This design comes from an exercise in tuning for small area and few clock cycles on the open sky130 flow, not from production work. Only the layout flow was run in this run; the RTL was not checked for function there.

==> design.v <==
module ALU(
    clk,
    rst_n,
    valid,
    ready,
    mode,
    in_A,
    in_B,
    out
);
    input         clk, rst_n;
    input         valid;
    input  [1:0]  mode;  
    output        ready;
    input  [31:0] in_A, in_B;
    output [63:0] out;
    localparam K  = 8;               
    localparam CW = 4;               
    localparam NSTEP = 4;
    localparam W = 40;               
    localparam IDLE  = 3'd0;
    localparam MUL   = 3'd1;
    localparam DSRCH = 3'd2;         
    localparam DSTEP = 3'd3;         
    localparam LAND  = 3'd4;         
    localparam LAVG  = 3'd5;         
    reg  [2:0]  state;
    reg  [4:0]  cnt;
    reg         ready_;
    reg  [31:0] X;
    reg  [31:0] H;
    reg  [31:0] L;
    reg  [31:0] X_nx, H_nx, L_nx;
    assign ready = ready_;
    assign out   = {H_nx, L_nx};
    wire idle   = (state == IDLE);
    wire start  = idle && valid && !ready_;
    wire op_mul = idle || (state == MUL);
    wire op_div = (state == DSRCH) || (state == DSTEP);
    wire srch   = idle ? (mode == 2'd1) : (state == DSRCH);
    wire [31:0] Xi = idle ? in_B : ~X;           
    wire [31:0] Hi = idle ? in_A : H;
    wire [31:0] Li = idle ? in_A : L;
    wire [31:0] Ha = H & {32{!idle}};            
    wire [K-1:0] m = op_mul ? Li[K-1:0] : {{(K-1){1'b0}}, 1'b1};
    wire        cin = op_div;
    wire [31:0] pp0 = op_div ? X : (Xi & {32{m[0]}});
    wire [31:0] pp1 = Xi & {32{m[1]}};
    wire [31:0] pp2 = Xi & {32{m[2]}};
    wire [31:0] pp3 = Xi & {32{m[3]}};
    wire [31:0] pp4 = Xi & {32{m[4]}};
    wire [31:0] pp5 = Xi & {32{m[5]}};
    wire [31:0] pp6 = Xi & {32{m[6]}};
    wire [31:0] pp7 = Xi & {32{m[7]}};
    wire fs0, fc0, fs1, fc1, fs2, fc2, fs3, fc3, fs4, fc4, fs5, fc5, fs6, fc6, fs7, fc7, fs8, fc8, fs9, fc9, fs10, fc10, fs11, fc11, fs12, fc12, fs13, fc13, fs14, fc14, fs15, fc15, fs16, fc16, fs17, fc17, fs18, fc18, fs19, fc19, fs20, fc20, fs21, fc21, fs22, fc22, fs23, fc23, fs24, fc24, fs25, fc25, fs26, fc26, fs27, fc27, fs28, fc28, fs29, fc29, fs30, fc30, fs31, fc31, fs32, fc32, fs33, fc33, fs34, fc34, fs35, fc35, fs36, fc36, fs37, fc37, fs38, fc38, fs39, fc39, fs40, fc40, fs41, fc41, fs42, fc42, fs43, fc43, fs44, fc44, fs45, fc45, fs46, fc46, fs47, fc47, fs48, fc48, fs49, fc49, fs50, fc50, fs51, fc51, fs52, fc52, fs53, fc53, fs54, fc54, fs55, fc55, fs56, fc56, fs57, fc57, fs58, fc58, fs59, fc59, fs60, fc60, fs61, fc61, fs62, fc62, fs63, fc63, fs64, fc64, fs65, fc65, fs66, fc66, fs67, fc67, fs68, fc68, fs69, fc69, fs70, fc70, fs71, fc71, fs72, fc72, fs73, fc73, fs74, fc74, fs75, fc75, fs76, fc76, fs77, fc77, fs78, fc78, fs79, fc79, fs80, fc80, fs81, fc81, fs82, fc82, fs83, fc83, fs84, fc84, fs85, fc85, fs86, fc86, fs87, fc87, fs88, fc88, fs89, fc89, fs90, fc90, fs91, fc91, fs92, fc92, fs93, fc93, fs94, fc94, fs95, fc95, fs96, fc96, fs97, fc97, fs98, fc98, fs99, fc99, fs100, fc100, fs101, fc101, fs102, fc102, fs103, fc103, fs104, fc104, fs105, fc105, fs106, fc106, fs107, fc107, fs108, fc108, fs109, fc109, fs110, fc110, fs111, fc111, fs112, fc112, fs113, fc113, fs114, fc114, fs115, fc115, fs116, fc116, fs117, fc117, fs118, fc118, fs119, fc119, fs120, fc120, fs121, fc121, fs122, fc122, fs123, fc123, fs124, fc124, fs125, fc125, fs126, fc126, fs127, fc127, fs128, fc128, fs129, fc129, fs130, fc130, fs131, fc131, fs132, fc132, fs133, fc133, fs134, fc134, fs135, fc135, fs136, fc136, fs137, fc137, fs138, fc138, fs139, fc139, fs140, fc140, fs141, fc141, fs142, fc142, fs143, fc143, fs144, fc144, fs145, fc145, fs146, fc146, fs147, fc147, fs148, fc148, fs149, fc149, fs150, fc150, fs151, fc151, fs152, fc152, fs153, fc153, fs154, fc154, fs155, fc155, fs156, fc156, fs157, fc157, fs158, fc158, fs159, fc159, fs160, fc160, fs161, fc161, fs162, fc162, fs163, fc163, fs164, fc164, fs165, fc165, fs166, fc166, fs167, fc167, fs168, fc168, fs169, fc169, fs170, fc170, fs171, fc171, fs172, fc172, fs173, fc173, fs174, fc174, fs175, fc175, fs176, fc176, fs177, fc177, fs178, fc178, fs179, fc179, fs180, fc180, fs181, fc181, fs182, fc182, fs183, fc183, fs184, fc184, fs185, fc185, fs186, fc186, fs187, fc187, fs188, fc188, fs189, fc189, fs190, fc190, fs191, fc191, fs192, fc192, fs193, fc193, fs194, fc194, fs195, fc195, fs196, fc196, fs197, fc197, fs198, fc198, fs199, fc199, fs200, fc200, fs201, fc201, fs202, fc202, fs203, fc203, fs204, fc204, fs205, fc205, fs206, fc206, fs207, fc207, fs208, fc208, fs209, fc209, fs210, fc210;
    wire hs0, hc0, hs1, hc1, hs2, hc2, hs3, hc3, hs4, hc4, hs5, hc5, hs6, hc6;
    assign hs0 = Ha[5] ^ pp0[5];
    assign hc0 = Ha[5] & pp0[5];
    ALU_fa u_fa0 (.a(Ha[6]), .b(pp0[6]), .c(pp1[5]), .s(fs0), .co(fc0));
    assign hs1 = pp2[4] ^ pp3[3];
    assign hc1 = pp2[4] & pp3[3];
    ALU_fa u_fa1 (.a(Ha[7]), .b(pp0[7]), .c(pp1[6]), .s(fs1), .co(fc1));
    ALU_fa u_fa2 (.a(pp2[5]), .b(pp3[4]), .c(pp4[3]), .s(fs2), .co(fc2));
    assign hs2 = pp5[2] ^ pp6[1];
    assign hc2 = pp5[2] & pp6[1];
    ALU_fa u_fa3 (.a(Ha[8]), .b(pp0[8]), .c(pp1[7]), .s(fs3), .co(fc3));
    ALU_fa u_fa4 (.a(pp2[6]), .b(pp3[5]), .c(pp4[4]), .s(fs4), .co(fc4));
    ALU_fa u_fa5 (.a(pp5[3]), .b(pp6[2]), .c(pp7[1]), .s(fs5), .co(fc5));
    ALU_fa u_fa6 (.a(Ha[9]), .b(pp0[9]), .c(pp1[8]), .s(fs6), .co(fc6));
    ALU_fa u_fa7 (.a(pp2[7]), .b(pp3[6]), .c(pp4[5]), .s(fs7), .co(fc7));
    ALU_fa u_fa8 (.a(pp5[4]), .b(pp6[3]), .c(pp7[2]), .s(fs8), .co(fc8));
    ALU_fa u_fa9 (.a(Ha[10]), .b(pp0[10]), .c(pp1[9]), .s(fs9), .co(fc9));
    ALU_fa u_fa10 (.a(pp2[8]), .b(pp3[7]), .c(pp4[6]), .s(fs10), .co(fc10));
    ALU_fa u_fa11 (.a(pp5[5]), .b(pp6[4]), .c(pp7[3]), .s(fs11), .co(fc11));
    ALU_fa u_fa12 (.a(Ha[11]), .b(pp0[11]), .c(pp1[10]), .s(fs12), .co(fc12));
    ALU_fa u_fa13 (.a(pp2[9]), .b(pp3[8]), .c(pp4[7]), .s(fs13), .co(fc13));
    ALU_fa u_fa14 (.a(pp5[6]), .b(pp6[5]), .c(pp7[4]), .s(fs14), .co(fc14));
    ALU_fa u_fa15 (.a(Ha[12]), .b(pp0[12]), .c(pp1[11]), .s(fs15), .co(fc15));
    ALU_fa u_fa16 (.a(pp2[10]), .b(pp3[9]), .c(pp4[8]), .s(fs16), .co(fc16));
    ALU_fa u_fa17 (.a(pp5[7]), .b(pp6[6]), .c(pp7[5]), .s(fs17), .co(fc17));
    ALU_fa u_fa18 (.a(Ha[13]), .b(pp0[13]), .c(pp1[12]), .s(fs18), .co(fc18));
    ALU_fa u_fa19 (.a(pp2[11]), .b(pp3[10]), .c(pp4[9]), .s(fs19), .co(fc19));
    ALU_fa u_fa20 (.a(pp5[8]), .b(pp6[7]), .c(pp7[6]), .s(fs20), .co(fc20));
    ALU_fa u_fa21 (.a(Ha[14]), .b(pp0[14]), .c(pp1[13]), .s(fs21), .co(fc21));
    ALU_fa u_fa22 (.a(pp2[12]), .b(pp3[11]), .c(pp4[10]), .s(fs22), .co(fc22));
    ALU_fa u_fa23 (.a(pp5[9]), .b(pp6[8]), .c(pp7[7]), .s(fs23), .co(fc23));
    ALU_fa u_fa24 (.a(Ha[15]), .b(pp0[15]), .c(pp1[14]), .s(fs24), .co(fc24));
    ALU_fa u_fa25 (.a(pp2[13]), .b(pp3[12]), .c(pp4[11]), .s(fs25), .co(fc25));
    ALU_fa u_fa26 (.a(pp5[10]), .b(pp6[9]), .c(pp7[8]), .s(fs26), .co(fc26));
    ALU_fa u_fa27 (.a(Ha[16]), .b(pp0[16]), .c(pp1[15]), .s(fs27), .co(fc27));
    ALU_fa u_fa28 (.a(pp2[14]), .b(pp3[13]), .c(pp4[12]), .s(fs28), .co(fc28));
    ALU_fa u_fa29 (.a(pp5[11]), .b(pp6[10]), .c(pp7[9]), .s(fs29), .co(fc29));
    ALU_fa u_fa30 (.a(Ha[17]), .b(pp0[17]), .c(pp1[16]), .s(fs30), .co(fc30));
    ALU_fa u_fa31 (.a(pp2[15]), .b(pp3[14]), .c(pp4[13]), .s(fs31), .co(fc31));
    ALU_fa u_fa32 (.a(pp5[12]), .b(pp6[11]), .c(pp7[10]), .s(fs32), .co(fc32));
    ALU_fa u_fa33 (.a(Ha[18]), .b(pp0[18]), .c(pp1[17]), .s(fs33), .co(fc33));
    ALU_fa u_fa34 (.a(pp2[16]), .b(pp3[15]), .c(pp4[14]), .s(fs34), .co(fc34));
    ALU_fa u_fa35 (.a(pp5[13]), .b(pp6[12]), .c(pp7[11]), .s(fs35), .co(fc35));
    ALU_fa u_fa36 (.a(Ha[19]), .b(pp0[19]), .c(pp1[18]), .s(fs36), .co(fc36));
    ALU_fa u_fa37 (.a(pp2[17]), .b(pp3[16]), .c(pp4[15]), .s(fs37), .co(fc37));
    ALU_fa u_fa38 (.a(pp5[14]), .b(pp6[13]), .c(pp7[12]), .s(fs38), .co(fc38));
    ALU_fa u_fa39 (.a(Ha[20]), .b(pp0[20]), .c(pp1[19]), .s(fs39), .co(fc39));
    ALU_fa u_fa40 (.a(pp2[18]), .b(pp3[17]), .c(pp4[16]), .s(fs40), .co(fc40));
    ALU_fa u_fa41 (.a(pp5[15]), .b(pp6[14]), .c(pp7[13]), .s(fs41), .co(fc41));
    ALU_fa u_fa42 (.a(Ha[21]), .b(pp0[21]), .c(pp1[20]), .s(fs42), .co(fc42));
    ALU_fa u_fa43 (.a(pp2[19]), .b(pp3[18]), .c(pp4[17]), .s(fs43), .co(fc43));
    ALU_fa u_fa44 (.a(pp5[16]), .b(pp6[15]), .c(pp7[14]), .s(fs44), .co(fc44));
    ALU_fa u_fa45 (.a(Ha[22]), .b(pp0[22]), .c(pp1[21]), .s(fs45), .co(fc45));
    ALU_fa u_fa46 (.a(pp2[20]), .b(pp3[19]), .c(pp4[18]), .s(fs46), .co(fc46));
    ALU_fa u_fa47 (.a(pp5[17]), .b(pp6[16]), .c(pp7[15]), .s(fs47), .co(fc47));
    ALU_fa u_fa48 (.a(Ha[23]), .b(pp0[23]), .c(pp1[22]), .s(fs48), .co(fc48));
    ALU_fa u_fa49 (.a(pp2[21]), .b(pp3[20]), .c(pp4[19]), .s(fs49), .co(fc49));
    ALU_fa u_fa50 (.a(pp5[18]), .b(pp6[17]), .c(pp7[16]), .s(fs50), .co(fc50));
    ALU_fa u_fa51 (.a(Ha[24]), .b(pp0[24]), .c(pp1[23]), .s(fs51), .co(fc51));
    ALU_fa u_fa52 (.a(pp2[22]), .b(pp3[21]), .c(pp4[20]), .s(fs52), .co(fc52));
    ALU_fa u_fa53 (.a(pp5[19]), .b(pp6[18]), .c(pp7[17]), .s(fs53), .co(fc53));
    ALU_fa u_fa54 (.a(Ha[25]), .b(pp0[25]), .c(pp1[24]), .s(fs54), .co(fc54));
    ALU_fa u_fa55 (.a(pp2[23]), .b(pp3[22]), .c(pp4[21]), .s(fs55), .co(fc55));
    ALU_fa u_fa56 (.a(pp5[20]), .b(pp6[19]), .c(pp7[18]), .s(fs56), .co(fc56));
    ALU_fa u_fa57 (.a(Ha[26]), .b(pp0[26]), .c(pp1[25]), .s(fs57), .co(fc57));
    ALU_fa u_fa58 (.a(pp2[24]), .b(pp3[23]), .c(pp4[22]), .s(fs58), .co(fc58));
    ALU_fa u_fa59 (.a(pp5[21]), .b(pp6[20]), .c(pp7[19]), .s(fs59), .co(fc59));
    ALU_fa u_fa60 (.a(Ha[27]), .b(pp0[27]), .c(pp1[26]), .s(fs60), .co(fc60));
    ALU_fa u_fa61 (.a(pp2[25]), .b(pp3[24]), .c(pp4[23]), .s(fs61), .co(fc61));
    ALU_fa u_fa62 (.a(pp5[22]), .b(pp6[21]), .c(pp7[20]), .s(fs62), .co(fc62));
    ALU_fa u_fa63 (.a(Ha[28]), .b(pp0[28]), .c(pp1[27]), .s(fs63), .co(fc63));
    ALU_fa u_fa64 (.a(pp2[26]), .b(pp3[25]), .c(pp4[24]), .s(fs64), .co(fc64));
    ALU_fa u_fa65 (.a(pp5[23]), .b(pp6[22]), .c(pp7[21]), .s(fs65), .co(fc65));
    ALU_fa u_fa66 (.a(Ha[29]), .b(pp0[29]), .c(pp1[28]), .s(fs66), .co(fc66));
    ALU_fa u_fa67 (.a(pp2[27]), .b(pp3[26]), .c(pp4[25]), .s(fs67), .co(fc67));
    ALU_fa u_fa68 (.a(pp5[24]), .b(pp6[23]), .c(pp7[22]), .s(fs68), .co(fc68));
    ALU_fa u_fa69 (.a(Ha[30]), .b(pp0[30]), .c(pp1[29]), .s(fs69), .co(fc69));
    ALU_fa u_fa70 (.a(pp2[28]), .b(pp3[27]), .c(pp4[26]), .s(fs70), .co(fc70));
    ALU_fa u_fa71 (.a(pp5[25]), .b(pp6[24]), .c(pp7[23]), .s(fs71), .co(fc71));
    ALU_fa u_fa72 (.a(Ha[31]), .b(pp0[31]), .c(pp1[30]), .s(fs72), .co(fc72));
    ALU_fa u_fa73 (.a(pp2[29]), .b(pp3[28]), .c(pp4[27]), .s(fs73), .co(fc73));
    ALU_fa u_fa74 (.a(pp5[26]), .b(pp6[25]), .c(pp7[24]), .s(fs74), .co(fc74));
    ALU_fa u_fa75 (.a(pp1[31]), .b(pp2[30]), .c(pp3[29]), .s(fs75), .co(fc75));
    ALU_fa u_fa76 (.a(pp4[28]), .b(pp5[27]), .c(pp6[26]), .s(fs76), .co(fc76));
    ALU_fa u_fa77 (.a(pp2[31]), .b(pp3[30]), .c(pp4[29]), .s(fs77), .co(fc77));
    assign hs3 = Ha[3] ^ pp0[3];
    assign hc3 = Ha[3] & pp0[3];
    ALU_fa u_fa78 (.a(Ha[4]), .b(pp0[4]), .c(pp1[3]), .s(fs78), .co(fc78));
    assign hs4 = pp2[2] ^ pp3[1];
    assign hc4 = pp2[2] & pp3[1];
    ALU_fa u_fa79 (.a(hs0), .b(pp1[4]), .c(pp2[3]), .s(fs79), .co(fc79));
    ALU_fa u_fa80 (.a(pp3[2]), .b(pp4[1]), .c(pp5[0]), .s(fs80), .co(fc80));
    ALU_fa u_fa81 (.a(hc0), .b(fs0), .c(hs1), .s(fs81), .co(fc81));
    ALU_fa u_fa82 (.a(pp4[2]), .b(pp5[1]), .c(pp6[0]), .s(fs82), .co(fc82));
    ALU_fa u_fa83 (.a(fc0), .b(hc1), .c(fs1), .s(fs83), .co(fc83));
    ALU_fa u_fa84 (.a(fs2), .b(hs2), .c(pp7[0]), .s(fs84), .co(fc84));
    ALU_fa u_fa85 (.a(fc1), .b(fc2), .c(hc2), .s(fs85), .co(fc85));
    ALU_fa u_fa86 (.a(fs3), .b(fs4), .c(fs5), .s(fs86), .co(fc86));
    ALU_fa u_fa87 (.a(fc3), .b(fc4), .c(fc5), .s(fs87), .co(fc87));
    ALU_fa u_fa88 (.a(fs6), .b(fs7), .c(fs8), .s(fs88), .co(fc88));
    ALU_fa u_fa89 (.a(fc6), .b(fc7), .c(fc8), .s(fs89), .co(fc89));
    ALU_fa u_fa90 (.a(fs9), .b(fs10), .c(fs11), .s(fs90), .co(fc90));
    ALU_fa u_fa91 (.a(fc9), .b(fc10), .c(fc11), .s(fs91), .co(fc91));
    ALU_fa u_fa92 (.a(fs12), .b(fs13), .c(fs14), .s(fs92), .co(fc92));
    ALU_fa u_fa93 (.a(fc12), .b(fc13), .c(fc14), .s(fs93), .co(fc93));
    ALU_fa u_fa94 (.a(fs15), .b(fs16), .c(fs17), .s(fs94), .co(fc94));
    ALU_fa u_fa95 (.a(fc15), .b(fc16), .c(fc17), .s(fs95), .co(fc95));
    ALU_fa u_fa96 (.a(fs18), .b(fs19), .c(fs20), .s(fs96), .co(fc96));
    ALU_fa u_fa97 (.a(fc18), .b(fc19), .c(fc20), .s(fs97), .co(fc97));
    ALU_fa u_fa98 (.a(fs21), .b(fs22), .c(fs23), .s(fs98), .co(fc98));
    ALU_fa u_fa99 (.a(fc21), .b(fc22), .c(fc23), .s(fs99), .co(fc99));
    ALU_fa u_fa100 (.a(fs24), .b(fs25), .c(fs26), .s(fs100), .co(fc100));
    ALU_fa u_fa101 (.a(fc24), .b(fc25), .c(fc26), .s(fs101), .co(fc101));
    ALU_fa u_fa102 (.a(fs27), .b(fs28), .c(fs29), .s(fs102), .co(fc102));
    ALU_fa u_fa103 (.a(fc27), .b(fc28), .c(fc29), .s(fs103), .co(fc103));
    ALU_fa u_fa104 (.a(fs30), .b(fs31), .c(fs32), .s(fs104), .co(fc104));
    ALU_fa u_fa105 (.a(fc30), .b(fc31), .c(fc32), .s(fs105), .co(fc105));
    ALU_fa u_fa106 (.a(fs33), .b(fs34), .c(fs35), .s(fs106), .co(fc106));
    ALU_fa u_fa107 (.a(fc33), .b(fc34), .c(fc35), .s(fs107), .co(fc107));
    ALU_fa u_fa108 (.a(fs36), .b(fs37), .c(fs38), .s(fs108), .co(fc108));
    ALU_fa u_fa109 (.a(fc36), .b(fc37), .c(fc38), .s(fs109), .co(fc109));
    ALU_fa u_fa110 (.a(fs39), .b(fs40), .c(fs41), .s(fs110), .co(fc110));
    ALU_fa u_fa111 (.a(fc39), .b(fc40), .c(fc41), .s(fs111), .co(fc111));
    ALU_fa u_fa112 (.a(fs42), .b(fs43), .c(fs44), .s(fs112), .co(fc112));
    ALU_fa u_fa113 (.a(fc42), .b(fc43), .c(fc44), .s(fs113), .co(fc113));
    ALU_fa u_fa114 (.a(fs45), .b(fs46), .c(fs47), .s(fs114), .co(fc114));
    ALU_fa u_fa115 (.a(fc45), .b(fc46), .c(fc47), .s(fs115), .co(fc115));
    ALU_fa u_fa116 (.a(fs48), .b(fs49), .c(fs50), .s(fs116), .co(fc116));
    ALU_fa u_fa117 (.a(fc48), .b(fc49), .c(fc50), .s(fs117), .co(fc117));
    ALU_fa u_fa118 (.a(fs51), .b(fs52), .c(fs53), .s(fs118), .co(fc118));
    ALU_fa u_fa119 (.a(fc51), .b(fc52), .c(fc53), .s(fs119), .co(fc119));
    ALU_fa u_fa120 (.a(fs54), .b(fs55), .c(fs56), .s(fs120), .co(fc120));
    ALU_fa u_fa121 (.a(fc54), .b(fc55), .c(fc56), .s(fs121), .co(fc121));
    ALU_fa u_fa122 (.a(fs57), .b(fs58), .c(fs59), .s(fs122), .co(fc122));
    ALU_fa u_fa123 (.a(fc57), .b(fc58), .c(fc59), .s(fs123), .co(fc123));
    ALU_fa u_fa124 (.a(fs60), .b(fs61), .c(fs62), .s(fs124), .co(fc124));
    ALU_fa u_fa125 (.a(fc60), .b(fc61), .c(fc62), .s(fs125), .co(fc125));
    ALU_fa u_fa126 (.a(fs63), .b(fs64), .c(fs65), .s(fs126), .co(fc126));
    ALU_fa u_fa127 (.a(fc63), .b(fc64), .c(fc65), .s(fs127), .co(fc127));
    ALU_fa u_fa128 (.a(fs66), .b(fs67), .c(fs68), .s(fs128), .co(fc128));
    ALU_fa u_fa129 (.a(fc66), .b(fc67), .c(fc68), .s(fs129), .co(fc129));
    ALU_fa u_fa130 (.a(fs69), .b(fs70), .c(fs71), .s(fs130), .co(fc130));
    ALU_fa u_fa131 (.a(fc69), .b(fc70), .c(fc71), .s(fs131), .co(fc131));
    ALU_fa u_fa132 (.a(fs72), .b(fs73), .c(fs74), .s(fs132), .co(fc132));
    ALU_fa u_fa133 (.a(fc72), .b(fc73), .c(fc74), .s(fs133), .co(fc133));
    ALU_fa u_fa134 (.a(fs75), .b(fs76), .c(pp7[25]), .s(fs134), .co(fc134));
    ALU_fa u_fa135 (.a(fc75), .b(fc76), .c(fs77), .s(fs135), .co(fc135));
    ALU_fa u_fa136 (.a(pp5[28]), .b(pp6[27]), .c(pp7[26]), .s(fs136), .co(fc136));
    ALU_fa u_fa137 (.a(fc77), .b(pp3[31]), .c(pp4[30]), .s(fs137), .co(fc137));
    ALU_fa u_fa138 (.a(pp5[29]), .b(pp6[28]), .c(pp7[27]), .s(fs138), .co(fc138));
    ALU_fa u_fa139 (.a(pp4[31]), .b(pp5[30]), .c(pp6[29]), .s(fs139), .co(fc139));
    assign hs5 = Ha[2] ^ pp0[2];
    assign hc5 = Ha[2] & pp0[2];
    ALU_fa u_fa140 (.a(hs3), .b(pp1[2]), .c(pp2[1]), .s(fs140), .co(fc140));
    ALU_fa u_fa141 (.a(hc3), .b(fs78), .c(hs4), .s(fs141), .co(fc141));
    ALU_fa u_fa142 (.a(fc78), .b(hc4), .c(fs79), .s(fs142), .co(fc142));
    ALU_fa u_fa143 (.a(fc79), .b(fc80), .c(fs81), .s(fs143), .co(fc143));
    ALU_fa u_fa144 (.a(fc81), .b(fc82), .c(fs83), .s(fs144), .co(fc144));
    ALU_fa u_fa145 (.a(fc83), .b(fc84), .c(fs85), .s(fs145), .co(fc145));
    ALU_fa u_fa146 (.a(fc85), .b(fc86), .c(fs87), .s(fs146), .co(fc146));
    ALU_fa u_fa147 (.a(fc87), .b(fc88), .c(fs89), .s(fs147), .co(fc147));
    ALU_fa u_fa148 (.a(fc89), .b(fc90), .c(fs91), .s(fs148), .co(fc148));
    ALU_fa u_fa149 (.a(fc91), .b(fc92), .c(fs93), .s(fs149), .co(fc149));
    ALU_fa u_fa150 (.a(fc93), .b(fc94), .c(fs95), .s(fs150), .co(fc150));
    ALU_fa u_fa151 (.a(fc95), .b(fc96), .c(fs97), .s(fs151), .co(fc151));
    ALU_fa u_fa152 (.a(fc97), .b(fc98), .c(fs99), .s(fs152), .co(fc152));
    ALU_fa u_fa153 (.a(fc99), .b(fc100), .c(fs101), .s(fs153), .co(fc153));
    ALU_fa u_fa154 (.a(fc101), .b(fc102), .c(fs103), .s(fs154), .co(fc154));
    ALU_fa u_fa155 (.a(fc103), .b(fc104), .c(fs105), .s(fs155), .co(fc155));
    ALU_fa u_fa156 (.a(fc105), .b(fc106), .c(fs107), .s(fs156), .co(fc156));
    ALU_fa u_fa157 (.a(fc107), .b(fc108), .c(fs109), .s(fs157), .co(fc157));
    ALU_fa u_fa158 (.a(fc109), .b(fc110), .c(fs111), .s(fs158), .co(fc158));
    ALU_fa u_fa159 (.a(fc111), .b(fc112), .c(fs113), .s(fs159), .co(fc159));
    ALU_fa u_fa160 (.a(fc113), .b(fc114), .c(fs115), .s(fs160), .co(fc160));
    ALU_fa u_fa161 (.a(fc115), .b(fc116), .c(fs117), .s(fs161), .co(fc161));
    ALU_fa u_fa162 (.a(fc117), .b(fc118), .c(fs119), .s(fs162), .co(fc162));
    ALU_fa u_fa163 (.a(fc119), .b(fc120), .c(fs121), .s(fs163), .co(fc163));
    ALU_fa u_fa164 (.a(fc121), .b(fc122), .c(fs123), .s(fs164), .co(fc164));
    ALU_fa u_fa165 (.a(fc123), .b(fc124), .c(fs125), .s(fs165), .co(fc165));
    ALU_fa u_fa166 (.a(fc125), .b(fc126), .c(fs127), .s(fs166), .co(fc166));
    ALU_fa u_fa167 (.a(fc127), .b(fc128), .c(fs129), .s(fs167), .co(fc167));
    ALU_fa u_fa168 (.a(fc129), .b(fc130), .c(fs131), .s(fs168), .co(fc168));
    ALU_fa u_fa169 (.a(fc131), .b(fc132), .c(fs133), .s(fs169), .co(fc169));
    ALU_fa u_fa170 (.a(fc133), .b(fc134), .c(fs135), .s(fs170), .co(fc170));
    ALU_fa u_fa171 (.a(fc135), .b(fc136), .c(fs137), .s(fs171), .co(fc171));
    ALU_fa u_fa172 (.a(fc137), .b(fc138), .c(fs139), .s(fs172), .co(fc172));
    ALU_fa u_fa173 (.a(fc139), .b(pp5[31]), .c(pp6[30]), .s(fs173), .co(fc173));
    assign hs6 = Ha[0] ^ pp0[0];
    assign hc6 = Ha[0] & pp0[0];
    ALU_fa u_fa174 (.a(Ha[1]), .b(pp0[1]), .c(pp1[0]), .s(fs174), .co(fc174));
    ALU_fa u_fa175 (.a(hs5), .b(pp1[1]), .c(pp2[0]), .s(fs175), .co(fc175));
    ALU_fa u_fa176 (.a(hc5), .b(fs140), .c(pp3[0]), .s(fs176), .co(fc176));
    ALU_fa u_fa177 (.a(fc140), .b(fs141), .c(pp4[0]), .s(fs177), .co(fc177));
    ALU_fa u_fa178 (.a(fc141), .b(fs142), .c(fs80), .s(fs178), .co(fc178));
    ALU_fa u_fa179 (.a(fc142), .b(fs143), .c(fs82), .s(fs179), .co(fc179));
    ALU_fa u_fa180 (.a(fc143), .b(fs144), .c(fs84), .s(fs180), .co(fc180));
    ALU_fa u_fa181 (.a(fc144), .b(fs145), .c(fs86), .s(fs181), .co(fc181));
    ALU_fa u_fa182 (.a(fc145), .b(fs146), .c(fs88), .s(fs182), .co(fc182));
    ALU_fa u_fa183 (.a(fc146), .b(fs147), .c(fs90), .s(fs183), .co(fc183));
    ALU_fa u_fa184 (.a(fc147), .b(fs148), .c(fs92), .s(fs184), .co(fc184));
    ALU_fa u_fa185 (.a(fc148), .b(fs149), .c(fs94), .s(fs185), .co(fc185));
    ALU_fa u_fa186 (.a(fc149), .b(fs150), .c(fs96), .s(fs186), .co(fc186));
    ALU_fa u_fa187 (.a(fc150), .b(fs151), .c(fs98), .s(fs187), .co(fc187));
    ALU_fa u_fa188 (.a(fc151), .b(fs152), .c(fs100), .s(fs188), .co(fc188));
    ALU_fa u_fa189 (.a(fc152), .b(fs153), .c(fs102), .s(fs189), .co(fc189));
    ALU_fa u_fa190 (.a(fc153), .b(fs154), .c(fs104), .s(fs190), .co(fc190));
    ALU_fa u_fa191 (.a(fc154), .b(fs155), .c(fs106), .s(fs191), .co(fc191));
    ALU_fa u_fa192 (.a(fc155), .b(fs156), .c(fs108), .s(fs192), .co(fc192));
    ALU_fa u_fa193 (.a(fc156), .b(fs157), .c(fs110), .s(fs193), .co(fc193));
    ALU_fa u_fa194 (.a(fc157), .b(fs158), .c(fs112), .s(fs194), .co(fc194));
    ALU_fa u_fa195 (.a(fc158), .b(fs159), .c(fs114), .s(fs195), .co(fc195));
    ALU_fa u_fa196 (.a(fc159), .b(fs160), .c(fs116), .s(fs196), .co(fc196));
    ALU_fa u_fa197 (.a(fc160), .b(fs161), .c(fs118), .s(fs197), .co(fc197));
    ALU_fa u_fa198 (.a(fc161), .b(fs162), .c(fs120), .s(fs198), .co(fc198));
    ALU_fa u_fa199 (.a(fc162), .b(fs163), .c(fs122), .s(fs199), .co(fc199));
    ALU_fa u_fa200 (.a(fc163), .b(fs164), .c(fs124), .s(fs200), .co(fc200));
    ALU_fa u_fa201 (.a(fc164), .b(fs165), .c(fs126), .s(fs201), .co(fc201));
    ALU_fa u_fa202 (.a(fc165), .b(fs166), .c(fs128), .s(fs202), .co(fc202));
    ALU_fa u_fa203 (.a(fc166), .b(fs167), .c(fs130), .s(fs203), .co(fc203));
    ALU_fa u_fa204 (.a(fc167), .b(fs168), .c(fs132), .s(fs204), .co(fc204));
    ALU_fa u_fa205 (.a(fc168), .b(fs169), .c(fs134), .s(fs205), .co(fc205));
    ALU_fa u_fa206 (.a(fc169), .b(fs170), .c(fs136), .s(fs206), .co(fc206));
    ALU_fa u_fa207 (.a(fc170), .b(fs171), .c(fs138), .s(fs207), .co(fc207));
    ALU_fa u_fa208 (.a(fc171), .b(fs172), .c(pp7[28]), .s(fs208), .co(fc208));
    ALU_fa u_fa209 (.a(fc172), .b(fs173), .c(pp7[29]), .s(fs209), .co(fc209));
    ALU_fa u_fa210 (.a(fc173), .b(pp6[31]), .c(pp7[30]), .s(fs210), .co(fc210));
    wire [W-1:0] ra = {1'b0, fc210, fc209, fc208, fc207, fc206, fc205, fc204, fc203, fc202, fc201, fc200, fc199, fc198, fc197, fc196, fc195, fc194, fc193, fc192, fc191, fc190, fc189, fc188, fc187, fc186, fc185, fc184, fc183, fc182, fc181, fc180, fc179, fc178, fc177, fc176, fc175, fc174, hc6, hs6};
    wire [W-1:0] rb = {1'b0, pp7[31], fs210, fs209, fs208, fs207, fs206, fs205, fs204, fs203, fs202, fs201, fs200, fs199, fs198, fs197, fs196, fs195, fs194, fs193, fs192, fs191, fs190, fs189, fs188, fs187, fs186, fs185, fs184, fs183, fs182, fs181, fs180, fs179, fs178, fs177, fs176, fs175, fs174, cin};
    reg [W-1:0] G, P;
    integer i, d;
    always @(*) begin
        G = ra & rb;
        P = ra ^ rb;
        for (d = 1; d < W; d = d * 2)
            for (i = 2*d-1; i < W; i = i + 2*d) begin
                G[i] = G[i] | (P[i] & G[i-d]);
                P[i] = P[i] & P[i-d];
            end
        for (d = 64; d >= 1; d = d / 2)
            for (i = 3*d-1; i < W; i = i + 2*d) begin
                G[i] = G[i] | (P[i] & G[i-d]);
                P[i] = P[i] & P[i-d];
            end
    end
    wire [W-1:0] P0 = ra ^ rb;
    wire [W-1:0] S;
    assign S[0] = P0[0];
    genvar gs;
    generate
        for (gs = 1; gs < W; gs = gs + 1) begin: sx
            ALU_xor2 u_x (.a(P0[gs]), .b(G[gs-1]), .y(S[gs]));
        end
    endgenerate
    wire c1;
    ALU_ge u_ge (.h(H), .xn(X), .ge(c1));
    wire c2 = srch && !Xi[31] && (cnt != 5'd31) &&
              (Hi[31:32-CW] >= Xi[30:31-CW]);
    always @(*) begin
        if (idle) begin
            X_nx = c2 ? ~(in_B << 1) : ~in_B;
            H_nx = (mode == 2'd0) ? S[31+K:K] : in_A;
            L_nx = (mode == 2'd0) ? {S[K-1:0], in_A[31:K]} : 32'd0;
        end else if (op_mul) begin
            X_nx = X;
            H_nx = S[31+K:K];
            L_nx = {S[K-1:0], L[31:K]};
        end else if (op_div) begin
            if (c2) begin
                X_nx = {X[30:0], 1'b1};      
                H_nx = H;
            end else begin
                X_nx = {1'b1, X[31:1]};      
                H_nx = c1 ? S[31:0] : H;
            end
            L_nx = {L[30:0], c1 & !c2};
        end else begin  
            X_nx = X;
            H_nx = 32'd0;
            L_nx = (state == LAVG) ? S[32:1] : (H & ~X);
        end
    end
    always @(posedge clk) begin
        X <= X_nx;
        H <= H_nx;
        L <= L_nx;
    end
    always @(posedge clk or negedge rst_n) begin
        if (!rst_n) begin
            state  <= IDLE;
            cnt    <= 5'd0;
            ready_ <= 1'b0;
        end else begin
            ready_ <= 1'b0;
            case (state)
                IDLE: begin
                    if (start) begin
                        case (mode)
                            2'd0: begin
                                cnt    <= 5'd1;
                                state  <= MUL;
                                ready_ <= (NSTEP == 2);
                            end
                            2'd1: begin
                                if (c2) begin
                                    cnt   <= 5'd1;
                                    state <= DSRCH;
                                end else begin
                                    state  <= DSTEP;
                                    ready_ <= 1'b1;
                                end
                            end
                            2'd2: begin
                                state  <= LAND;
                                ready_ <= 1'b1;
                            end
                            2'd3: begin
                                state  <= LAVG;
                                ready_ <= 1'b1;
                            end
                        endcase
                    end
                end
                MUL: begin
                    cnt <= cnt + 5'd1;
                    if (cnt == NSTEP - 2) ready_ <= 1'b1;
                    if (ready_) begin
                        cnt   <= 5'd0;
                        state <= IDLE;
                    end
                end
                DSRCH, DSTEP: begin
                    if (c2) cnt <= cnt + 5'd1;
                    else begin
                        cnt   <= cnt - 5'd1;
                        state <= DSTEP;
                        if (cnt == 5'd1) ready_ <= 1'b1;
                        if (cnt == 5'd0) begin
                            cnt   <= 5'd0;
                            state <= IDLE;
                        end
                    end
                end
                default: state <= IDLE;
            endcase
        end
    end
endmodule
module ALU_fa(a, b, c, s, co);
    input  a, b, c;
    output s, co;
    assign s  = a ^ b ^ c;
    assign co = (a & b) | (a & c) | (b & c);
endmodule
module ALU_ge(h, xn, ge);
    input  [31:0] h, xn;
    output        ge;
    wire [31:0] g = h & xn;
    wire [31:0] t = h | xn;
    wire [8:0]  c;
    assign c[0] = 1'b1;
    genvar k;
    generate
        for (k = 0; k < 8; k = k + 1) begin: grp
            wire [3:0] gg = g[4*k+3:4*k];
            wire [3:0] tt = t[4*k+3:4*k];
            wire G = gg[3] | (tt[3] & gg[2]) | (tt[3] & tt[2] & gg[1]) |
                     (tt[3] & tt[2] & tt[1] & gg[0]);
            wire T = &tt;
            assign c[k+1] = G | (T & c[k]);
        end
    endgenerate
    assign ge = c[8];
endmodule
module ALU_xor2(a, b, y);
    input  a, b;
    output y;
    assign y = a ^ b;
endmodule
==> flow/run.sh <==
#!/bin/bash
# The standard layout (standard.sh), with one change: the buffers that
# buffer_ports puts on every input and output port are the smallest buffer
# cell instead of the default choice. ORFS's global_place.tcl passes
# BUFFER_PORTS_ARGS to buffer_ports.
set -euo pipefail
export BUFFER_PORTS_ARGS="-buffer_cell sky130_fd_sc_hd__buf_1"
bash standard.sh > standard_run.log 2>&1
==> standard.sh <==
#!/bin/bash
# synth_recipe.tcl (not shown) runs the flow's synth.tcl, then flattens the netlist and writes it again
# the make line also repeats each setting of config.mk as NAME=value (left out here)
make -C /OpenROAD-flow-scripts/flow DESIGN_CONFIG=/design/flow/config.mk WORK_HOME=/design/flow/orfs CLKGATE_MAP_FILE= SYNTH_SCRIPT=/design/flow/synth_recipe.tcl "${@:-finish}"
==> config.mk <==
export PLATFORM = sky130hd
export DESIGN_NAME = ALU
export DESIGN_NICKNAME = ALU
export VERILOG_FILES = /design/flow/design.v
export SDC_FILE = /design/flow/constraint.sdc
export NUM_CORES = 4
export LEC_CHECK = 0
export CAP_MARGIN = 20
export CORE_MARGIN = 2
export CORE_UTILIZATION = 40
export SLEW_MARGIN = 20
export SYNTH_HIERARCHICAL = 1
export SYNTH_MINIMUM_KEEP_SIZE = 0
==> constraint.sdc <==
create_clock -name core_clock -period 10.0 [get_ports {clk}]
set_input_delay 2.0000 -clock core_clock [delete_from_list [all_inputs] [get_ports {clk}]]
set_output_delay 2.0000 -clock core_clock [all_outputs]
set_load 0.01 [all_outputs]
==> out/qor.txt <==
Post-synth ARST share = 8.57%
IO Pins = 134
CP Cell Sequence = buf_1 -> mux2_2 -> nand2_1 -> buf_12 -> nor2_1 -> fa_1 -> fa_1 -> fa_1 -> fa_1 -> ha_1 -> a21oi_1 -> o21ai_1 -> a22oi_1 -> a31oi_2 -> or2_4 -> a221o_1 -> a21o_1 -> xor2_2 -> mux2_2 -> nor2_1 -> a211oi_1 -> buf_4 -> buf_1
period utilisation layout = 97.5%
drt wl/cell = 24.2 um
worst skew pair latency = 0.39 ns
final setup fails = 0
DPL Wire Length = 42.3 mm
most used cell, CP = fa_1
syn_area_per_cell = 8.83 sq um
Die H = 194 um
worst slack, placed = -0.0715 ns
CP max stage delay = 0.55 ns
CP Capture Type = primary output
pin count of the biggest net entering global routing = 64
Slew headroom = 46.4%
Die ar. = 0.0377 sq mm
skew final = 0.0151 ns
post-route cell area = 0.0165 sq mm
initial antenna violation count = 2
Mapped Area = 0.0145 sq mm
postcts setup bufs = 0
crit-path max FO = 32
Crit-path slowest cell = fa_1
Buf/Inv on CP = 4
layout cells sized above 1 = 12.8%
HP Class = register to register
Max Root-Sink Buffers = 2
Final WS setup = 0.254 ns
gpl congestion = 0.938
CTS Hold Buffers Added = 0
Setup crit start kind = primary input
Root Driver = clkbuf_16
Syn Inst Count = 1639
count of port buffers added during placement = 133
final net count = 2130
GRT Residual Overflow = 0
remaining antenna violation count after routing = 0
min cycle time layout = 9.75 ns
CP Class = primary input to primary output
FILL cells = 3503
H-tree depth = 3
number of global-route vias before repair = 13.9k
Rows = 69
via count = 13.6k
first-pass GRT wire length = 84.4 mm
Post-Route WL = 54.7 mm
Clock Sinks = 105
CTS tree = done
Top FF cell, synth = dfxtp_1
CP top delay family = adder cells
Post-DP Area = 0.0161 sq mm
area overhead of the layout relative to synthesis = 14.1%
# Max-Cap Violations = 0
Mapped Nets = 1975
YS warnings = 7
outcome = timing/DRC/antenna clean
number of synthesized flops with an enable pin = 32
CTS buffer count = 9
Die Wd = 194 um
Storage cell area = 0.00247 sq mm
Clk pin slew, worst setup/hold paths = 0.08 ns
worst-margin pin slew = 0.805 ns
DRT Pass-1 Iters = 6
Multi-input gate area = 0.0117 sq mm
gr usage total = 29.4%
Seq cells post-synth = 105
Achievable Freq = 103 MHz
drt initial violations = 1249
core footprint = 0.0356 sq mm
DR vias/cell = 6.00
Max Slew Vio Count = 0
Initial Util = 40.7%
Cell variety after synth = 70
Arrival @ worst endpoint = 7.75 ns
Worst Path Required = 8.00 ns
sequential share of the synthesized area = 17.0%
DRC Markers = 0
RSZ-0062 raised after global routing = true
final hold viol count = 0
Final Non-Filler Cells = 2261
final hold slack = 0.593 ns
placed insts = 2243
## modules after synthesis (local to each module, per instance)
module    area [sq um]  flip-flops and latches  cells inside
ALU_ge             551                       0            97
ALU               9360                     105          1292
ALU_fa            20.0                       0             1
ALU_xor2          8.76                       0             1
## final timing paths
path	from	endpoint	slack (ns)	cells after the start
hold reg to reg	cnt[4]	cnt[4]	0.59	1
min in group asynchronous	rst_n	ready_	1.57	1
hold / removal	cnt[4]	cnt[4]	0.59	1
max in group asynchronous	rst_n	state[1]	8.05	1
setup reg to reg	state[1]	H[29]	3.15	23
setup / recovery	in_A[3]	out[57]	0.25	23
## layout make-up
| type | instances | area share (%) |
|---|---|---|
| flip-flops and latches | 105 | 15.0 |
| inverters | 15 | 0.341 |
| clock inverters | 6 | 0.265 |
| multi-input cells | 1417 | 70.6 |
| repair buffers | 246 | 8.94 |
| clock buffers | 10 | 1.39 |
| diodes | 1 | 0.0151 |
| well taps | 461 | 3.49 |
## flip-flops by register name (all words and copies together) (netlist names)
| signal | count |
|---|---|
| X | 32 |
| L | 32 |
| ready_ | 1 |
| state | 3 |
| H | 32 |
| cnt | 5 |
## per-stage QoR
stage          TNS (ns)  utilization (%)
2_1_floorplan         0                -
3_3_place_gp          0             45.4
3_5_place_dp     -0.110             45.4
4_1_cts               0             46.2
5_1_grt          -0.147             46.4
6_report              0             46.4
## cells by family after synthesis
| family | count (synthesis) | share of synthesized area [%] |
|---|---|---|
| flip-flops | 105 | 17.0 |
| other | 1 | 0.0259 |
| AO/OA/AOI/OAI | 377 | 16.3 |
| buffers and inverters | 117 | 3.16 |
| multiplexers | 93 | 7.14 |
| AND/OR/NAND/NOR | 634 | 19.5 |
| adder cells (fa/ha/maj) | 272 | 34.4 |
| XOR/XNOR | 40 | 2.42 |
## worst register-to-register path: cells and delay by family, from the launching register on
family,cells,cell delay (ns)
multiplexers,1,0.28
AND/OR/NAND/NOR,3,1.06
adder cells (fa/ha/maj),5,2.23
flip-flops,1,0.50
XOR/XNOR,1,0.15
AO/OA/AOI/OAI,9,1.74
buffers and inverters,4,0.78
## Yosys cell counts, drive strengths merged, types with 35 or more instances
cell    number  share of area, %
xor2        39               2.4
nand3       48               1.7
mux2        79               6.1
dfxtp       64               8.9
and2        35               1.5
nand2      165               4.3
clkbuf      85               2.2
nor2       283               7.3
fa         211                29
o21ai      135               4.7
a21oi       69               2.4
ha          56               4.8
a21o        40               2.1
## cell usage in the layout (no fill, tap or decap), drive strengths merged, types with 3 or more instances in the layout
cell	count
or3	5
a21o	40
ha	56
nor3b	11
nand2b	31
nand3b	20
clkinv	5
mux2i	14
nor2b	4
o211ai	4
nand2	165
nor3	15
a221o	6
nor2	283
xor2	39
o21ai	135
a221oi	14
inv	16
fa	211
dfrtp	9
dfxtp	64
mux2	79
edfxtp	32
o22ai	9
nand4b	3
and2	35
and3	5
clkbuf	11
maj3	5
nand3	48
a211oi	11
nor4	3
a22oi	27
or2	4
a21oi	69
a31o	7
a31oi	32
buf	245
## metal layers
layer  vias to the layer above  global-route usage [%]  share of wire [%]
li1                       5999                       -                  -
met1                      6758                    39.9                 41
met2                       686                    46.2                 45
met3                       125                    5.10                9.0
met4                         0                    12.6                4.3
met5                         -                       0                  0
## what timing repair did
item | 4_1_cts | 5_1_grt
endpoints found under the setup margin | 3 | 26
resized for setup | 3 | 22
pin swaps | 0 | 2
cloned | 0 | 1

==> port drivers added, routing unchanged <==
How much do the figures lean on ideal ports? The routed layout below was timed once more, with nothing changed but the port constraints. Step 1 assumes that a clkbuf_16 drives the clock port and a buf_2 every other input. Step 2 also shifts input and output timing later by t, the mid clock arrival at the registers, as if the neighbouring blocks saw the same clock. Three values: ideal, step 1, step 2; two values: the first two.
t (ns): 0.435
setup WS [ns]: 0.254 / 0.224 / 0.224
latest minus earliest clock arrival (ns): 0.015 / 0.015
worst register clock-pin slew, ns: 0.09 / 0.09
After both steps setup and hold are still met in this run. The setup slack of this run moves by -0.030 ns with the drivers and by -0.030 ns with both steps.
